Source: an optimization exercise on an open RTL-to-GDS flow (aim: small area, a short achievable clock period and few clock cycles per item). Production flows keep margins and buffers that such runs may drop. The RTL was checked by simulation tests, not by an equivalence proof against the original design.

$ cat flow/flow/run.sh
#!/bin/bash
# The standard layout (the standard.sh, standard synthesis included), with the
# ports buffered by plain buffers instead of the delay buffers buffer_ports picks.
set -euo pipefail
export BUFFER_PORTS_ARGS="-buffer_cell sky130_fd_sc_hd__buf_1"
bash standard.sh > standard.log 2>&1
$ cat flow/standard.sh
#!/bin/bash
# synth_recipe.tcl (not shown) runs the flow's synth.tcl, then flattens the netlist and writes it again
# the make line also repeats each setting of config.mk as NAME=value (left out here)
make -C /OpenROAD-flow-scripts/flow DESIGN_CONFIG=/design/flow/config.mk WORK_HOME=/design/flow/orfs CLKGATE_MAP_FILE= SYNTH_SCRIPT=/design/flow/synth_recipe.tcl "${@:-finish}"
$ cat flow/config.mk
export PLATFORM = sky130hd
export DESIGN_NAME = AES
export DESIGN_NICKNAME = AES
export VERILOG_FILES = /design/flow/design.v
export SDC_FILE = /design/flow/constraint.sdc
export NUM_CORES = 4
export LEC_CHECK = 0
export CAP_MARGIN = 20
export CORE_MARGIN = 2
export CORE_UTILIZATION = 40
export SETUP_SLACK_MARGIN = 3.0
export SLEW_MARGIN = 20
export SYNTH_HIERARCHICAL = 1
export SYNTH_MINIMUM_KEEP_SIZE = 0
$ cat flow/constraint.sdc
create_clock -name core_clock -period 5.0 [get_ports {clk}]
set_input_delay 1.0000 -clock core_clock [delete_from_list [all_inputs] [get_ports {clk}]]
set_output_delay 1.0000 -clock core_clock [all_outputs]
set_load 0.01 [all_outputs]
$ cat flow/design.v
module NibbleSub(
    input  [3:0] a,
    output [3:0] b
    );
    assign b[0] = (~a[3] & ~a[2] & a[1] & ~a[0])
                 | (~a[3] & ~a[2] & a[1] & a[0])
                 | (~a[3] & a[2] & ~a[1] & a[0])
                 | (~a[3] & a[2] & a[1] & ~a[0])
                 | (a[3] & ~a[2] & ~a[1] & ~a[0])
                 | (a[3] & a[2] & ~a[1] & ~a[0])
                 | (a[3] & a[2] & ~a[1] & a[0])
                 | (a[3] & a[2] & a[1] & a[0]);
    assign b[1] = (~a[3] & ~a[2] & ~a[1] & ~a[0])
                 | (~a[3] & a[2] & ~a[1] & ~a[0])
                 | (~a[3] & a[2] & ~a[1] & a[0])
                 | (~a[3] & a[2] & a[1] & ~a[0])
                 | (a[3] & ~a[2] & ~a[1] & ~a[0])
                 | (a[3] & ~a[2] & ~a[1] & a[0])
                 | (a[3] & ~a[2] & a[1] & ~a[0])
                 | (a[3] & a[2] & a[1] & a[0]);
    assign b[2] = (~a[3] & ~a[2] & ~a[1] & ~a[0])
                 | (~a[3] & ~a[2] & ~a[1] & a[0])
                 | (~a[3] & ~a[2] & a[1] & ~a[0])
                 | (~a[3] & a[2] & ~a[1] & a[0])
                 | (a[3] & ~a[2] & a[1] & ~a[0])
                 | (a[3] & ~a[2] & a[1] & a[0])
                 | (a[3] & a[2] & ~a[1] & ~a[0])
                 | (a[3] & a[2] & a[1] & a[0]);
    assign b[3] = (~a[3] & ~a[2] & ~a[1] & ~a[0])
                 | (~a[3] & ~a[2] & a[1] & ~a[0])
                 | (~a[3] & a[2] & ~a[1] & a[0])
                 | (~a[3] & a[2] & a[1] & ~a[0])
                 | (~a[3] & a[2] & a[1] & a[0])
                 | (a[3] & ~a[2] & ~a[1] & a[0])
                 | (a[3] & ~a[2] & a[1] & a[0])
                 | (a[3] & a[2] & ~a[1] & a[0]);
endmodule
module key_generation(
    input  [15:0] k,
    input  [3:0]  r,
    output [15:0] p
    );
    wire [3:0] p4 = k[15:12] ^ r;
    wire [3:0] p5 = p4 ^ k[11:8];
    wire [3:0] p6 = p5 ^ k[7:4];
    wire [3:0] p7 = p6 ^ k[3:0];
    assign p = {p4, p5, p6, p7};
endmodule
module AES_datapath(
    input         load, busy, last,
    input  [15:0] s, t, p,
    input  [3:0]  sk,
    input  [15:0] data_input, input_vector, key,
    output [15:0] s_d, k_d
    );
    function [3:0] x2(input [3:0] a);
        x2 = {a[2:0], 1'b0} ^ {2'b00, a[3], a[3]};
    endfunction
    wire [3:0] u01 = x2(t[15:12] ^ t[11:8]) & {4{~last}};
    wire [3:0] u23 = x2(t[7:4] ^ t[3:0]) & {4{~last}};
    wire [15:0] m = t ^ {u01, u01, u23, u23};
    wire [15:0] kn = p ^ {4{sk}};
    assign k_d = load ? key : kn;
    wire [15:0] sn = (load ? (data_input ^ input_vector) : m) ^ k_d;
    assign s_d = (load | busy) ? sn : s;
endmodule
module AES(
    input clk,nrst,load,
    input [15:0] data_input,input_vector,key,
    input  [3:0] round_number,
    output [15:0] data_output,
    output finish
    );
    reg [15:0] s, k;
    reg [3:0]  r;
    reg        last, busy, fin;
    wire [3:0] t0, t1, t2, t3;
    NibbleSub ns0(.a(s[15:12]), .b(t0));
    NibbleSub ns1(.a(s[3:0]),   .b(t1));
    NibbleSub ns2(.a(s[7:4]),   .b(t2));
    NibbleSub ns3(.a(s[11:8]),  .b(t3));
    wire [3:0] sk;
    NibbleSub ns4(.a(k[3:0]), .b(sk));
    wire [15:0] p;
    key_generation kp(.k(k), .r(r), .p(p));
    wire [15:0] s_d, k_d;
    AES_datapath dp(.load(load), .busy(busy), .last(last), .s(s), .t({t0, t1, t2, t3}), .sk(sk), .p(p),
                    .data_input(data_input), .input_vector(input_vector), .key(key),
                    .s_d(s_d), .k_d(k_d));
    wire [3:0]  r_d = load ? 4'd1 : r + 4'd1;
    always @(posedge clk) begin
        s    <= s_d;
        k    <= k_d;
        r    <= r_d;
        last <= (r_d == round_number);
    end
    always @(posedge clk or negedge nrst) begin
        if (!nrst) begin
            busy <= 1'b0;
            fin  <= 1'b0;
        end else if (load) begin
            busy <= 1'b1;
            fin  <= 1'b0;
        end else if (busy & last) begin
            busy <= 1'b0;
            fin  <= 1'b1;
        end
    end
    assign data_output = s;
    assign finish = fin;
endmodule
==> metrics list <==
- The run finished with no timing, DRC or antenna violations.
- Max H-tree Level: 2
- FF-to-FF setup slack: 3150 ps
- Across every metal layer, demand over resource in global routing totals between 10% and 20%.
- Dividing the detail-routed wire length by the instance count gives approximately 14 um.
* Buffer type at the clock tree root: sky130_fd_sc_hd__clkbuf_8
* Slew @ Worst Pin: between 500 and 600 ps
- TritonCTS built the clock tree.
- Slowest cell delay on critical path: between 400 and 500 ps
- Hpwl dp: around 5400 um
* Chip width: about 93 um
- For the worst setup path, the data required time is around 4000 ps.
- Register bit total from synthesis: 39
- Counting every net in the synthesized netlist gives approximately 410.
* Worst-path cell chain: buf_1
- At the end of the flow, the number of nets in the layout was approximately 470.
- Reg-to-reg endpoint: s[2]$_DFF_P_
- Among cell families on the critical path, the largest total delay comes from flip-flops.
- Wires add up to between 7000 and 8000 um.
- The number of different library cells used by synthesis comes to 38.
- Number of buffers inserted during clock tree synthesis: 5
* Clk buf depth: 2
* Max Fclk: 0.516 GHz
* Buffers & Inverters on Critical Path: 1
* Share of layout cells above drive strength 1: between 10% and 20%
- The tool flagged a number of max-cap violations equal to 0.
- Critical setup path kind: reg -> out
* Pre-CTS worst setup slack: 1780 ps
- Total number of vias: about 2,600
- Maximum fanout count along the critical path: 10
- The area growth from synthesis to layout is 17.2%.
- Area share of the leading cell type in the synthesized netlist: a little under a quarter
- The number of global-route vias before repair came to around 2,500.
* Reg2Reg Launch Point: r[2]$_DFF_P_
- Counting flops with an async set or reset pin after synthesis yields a share of under 10%.
- Sequential elements use 25.0% of the synthesized area.
* Cells on worst reg2reg path: 6
- During synthesis, Yosys emitted a total of 8 warnings.
* Slowest-stage cell, CP: sky130_fd_sc_hd__dfxtp_2
* Sum of overflow across all layers after global routing: 0
- STA classifies the critical path endpoint as an output pin.
- Commonest cells after routing, fill and taps aside: sky130_fd_sc_hd__xnor2_1 (77), sky130_fd_sc_hd__buf_1 (70), sky130_fd_sc_hd__xor2_1 (37)
- After synthesis, the mean cell area works out to just under 9 sq um.
* Tcrit/Tclk final: 38.8%
- RSZ-0062 raised after global routing: true
- Maximum number of pins on one net before global-route repair: 56
- The floorplan step defined a die boundary enclosing approximately 8600 sq um.
* Instance count on the critical path: 1
- Cell taking the most area after synthesis: sky130_fd_sc_hd__dfxtp_1
- Clock tree synthesis found a total of 39 sinks.
- Overall die height: slightly above 90 um
- Headroom to the max-slew limit came out at about 64%.
* Number of detailed-routing iterations run before antenna repair: 4
- Number of placed instances, taps included: between 500 and 600
- Summed instance area of the synthesized netlist: around 3200 sq um
* Insertion delay to the later sink of the worst-skew pair: between 200 and 300 ps
- Effective utilization at floorplan: 41.1%
- The tightest hold path in the finished design has a slack of 487 ps.
- The core region is a little under 8000 sq um.
* Core Rows: 32
- In this run the count of I/O pins placed on the die edge is between 70 and 80.
- In this run the remaining antenna-violating nets after routing total 0.
- EDFF count, synth: 0
- The critical path ends at data_output[3].
- Utilization after layout: between 40% and 50%
- The worst setup path is launched from a flip-flop.
- Leading post-synthesis cells by cell area: sky130_fd_sc_hd__dfxtp_1 (23%), sky130_fd_sc_hd__xnor2_1 (21%), sky130_fd_sc_hd__xor2_1 (11%)
* Sum of negative setup slack: 0 ps
* Hold Path Class: in -> async
* Post-route minimum period: between 1500 and 2000 ps
- Via-per-instance ratio: around 5
- Across all setup checks in the final design, the least slack found is 3060 ps.
* Port-buffer cells: 71
- DRT iter0 DRCs: 79
- Filler-free cell count of the finished design: approximately 520
- Slew Limit Fails: 0
- Hold repair after CTS inserted 0 buffers.
- For the worst setup path, the data arrival time is 940 ps.
* Most common cell after layout, fill and taps aside: sky130_fd_sc_hd__xnor2_1
* Clock-pin slew on the worst setup and hold paths: approximately 80 ps
- The most used flip-flop cell after synthesis is sky130_fd_sc_hd__dfxtp_1.
* Number of remaining DRC errors: 0
- Worst setup path startpoint: s[3]$_DFF_P_
* First-pass GRT wire length: around 12,000 um
- The count of final hold-check violations was 0.
- The clock arrives with approximately 7.5 ps of skew.
- Antenna violations before repair: 0
* Number of endpoints failing setup at the final stage: 0
- The repair_antennas step left the layout with diodes totalling 0.
- Synth Instances: about 360
- Weighted congestion reported at the end of routability-driven placement: 0.743
==> state kept, by name, summed over array words and instances (netlist names) <==
signal / count
busy: 1
fin: 1
k: 16
last: 1
r: 4
s: 16
==> Yosys cell counts, drive strengths merged, types with 6 or more instances <==
master	number
xor2	43
nand2	22
nand3	6
a21oi	11
nor2	16
a31oi	6
buf	18
o21ai	30
a22oi	16
inv	6
xnor2	77
nand2b	21
dfxtp	37
==> per-module statistics from Yosys (local to each module, per instance) <==
| module | cells inside | times used |
|---|---|---|
| key_generation | 20 | 1 |
| NibbleSub | 21 | 5 |
| AES | 63 | 1 |
| AES_datapath | 170 | 1 |
==> what timing repair did <==
item                                    4_1_cts  5_1_grt
pin swaps                                     0        2
endpoints found under the setup margin       38       18
cloned                                        0        0
setup buffers                                 0        1
gates resized for setup                      27       21
==> metal layers <==
layer / GRT usage [%] / vias up / routed length [um]
met3: 3.09 / 8 / 421
met2: 28.8 / 72 / 3330
met1: 22.5 / 1203 / 3370
met4: 5.02 / 0 / 112
met5: 0 / - / 0
li1: - / 1307 / -
==> per-stage QoR <==
stage	instance area (sq um)
floorplan	3160
finish	3700
CTS	3630
global route	3700
global placement	3430
detailed placement	3430
==> worst reg2reg max path, delay by kind of cell (launching register included) <==
family / cells / cell delay (ps)
xor+xnor: 4 / 1000
flops: 1 / 430
compound gates: 2 / 300
==> cells by family (layout without fill, tap and decap cells) <==
group,count (synthesis),count (layout),synth area share [%]
compound gates,79,79,15.3
buf+inv,27,86,4.64
xor+xnor,124,124,37.1
simple gates,78,78,14.0
mux,10,10,3.49
fa+ha+maj,1,1,0.396
flops,39,39,25.0
==> how the worst min path moves through the flow <==
stage,startpoint,end,slack [ps],depth (start not counted)
final,nrst,fin$_DFFE_PN0P_,490,1
after global routing,nrst,busy$_DFFE_PN0P_,480,1
after CTS,nrst,fin$_DFFE_PN0P_,480,1
after detailed placement,fin$_DFFE_PN0P_,fin$_DFFE_PN0P_,500,2
after global placement,fin$_DFFE_PN0P_,fin$_DFFE_PN0P_,490,2
after floorplan,busy$_DFFE_PN0P_,busy$_DFFE_PN0P_,500,1
==> layout make-up <==
| cell class | instances | area, sq um |
|---|---|---|
| Inverter | 6 | 22.5 |
| Fill cell | 785 | 3990 |
| Tap cell | 102 | 128 |
| Timing Repair Buffer | 72 | 284 |
| Multi-Input combinational cell | 292 | 2300 |
| Clock inverter | 2 | 60.1 |
| Clock buffer | 6 | 72.6 |
| Sequential cell | 39 | 836 |
Testbench counts, summed over its fixed seeds: cycles 1,935, items 192.

## separate check: timing with driven ports
How much do the figures lean on ideal ports? The routed layout below was timed once more, with nothing changed but the port constraints.
Step 1, drivers: a clkbuf_16 drives clk and a buf_2 each remaining input, both assumed.
Step 2 also shifts input and output timing later by t, the mid clock arrival at the registers, as if the neighbouring blocks saw the same clock.
Slacks: no drivers / after step 1 / after step 2; pairs: no drivers / after step 1.
t, ns: 0.315
setup WS [ns]: 3.061 / 3.032 / 2.860
latest minus earliest clock arrival (ns): 0.007 / 0.007
After both steps this run still meets setup and hold. For this run, drivers alone change the setup slack by -0.029 ns; drivers and shift together by -0.201 ns.
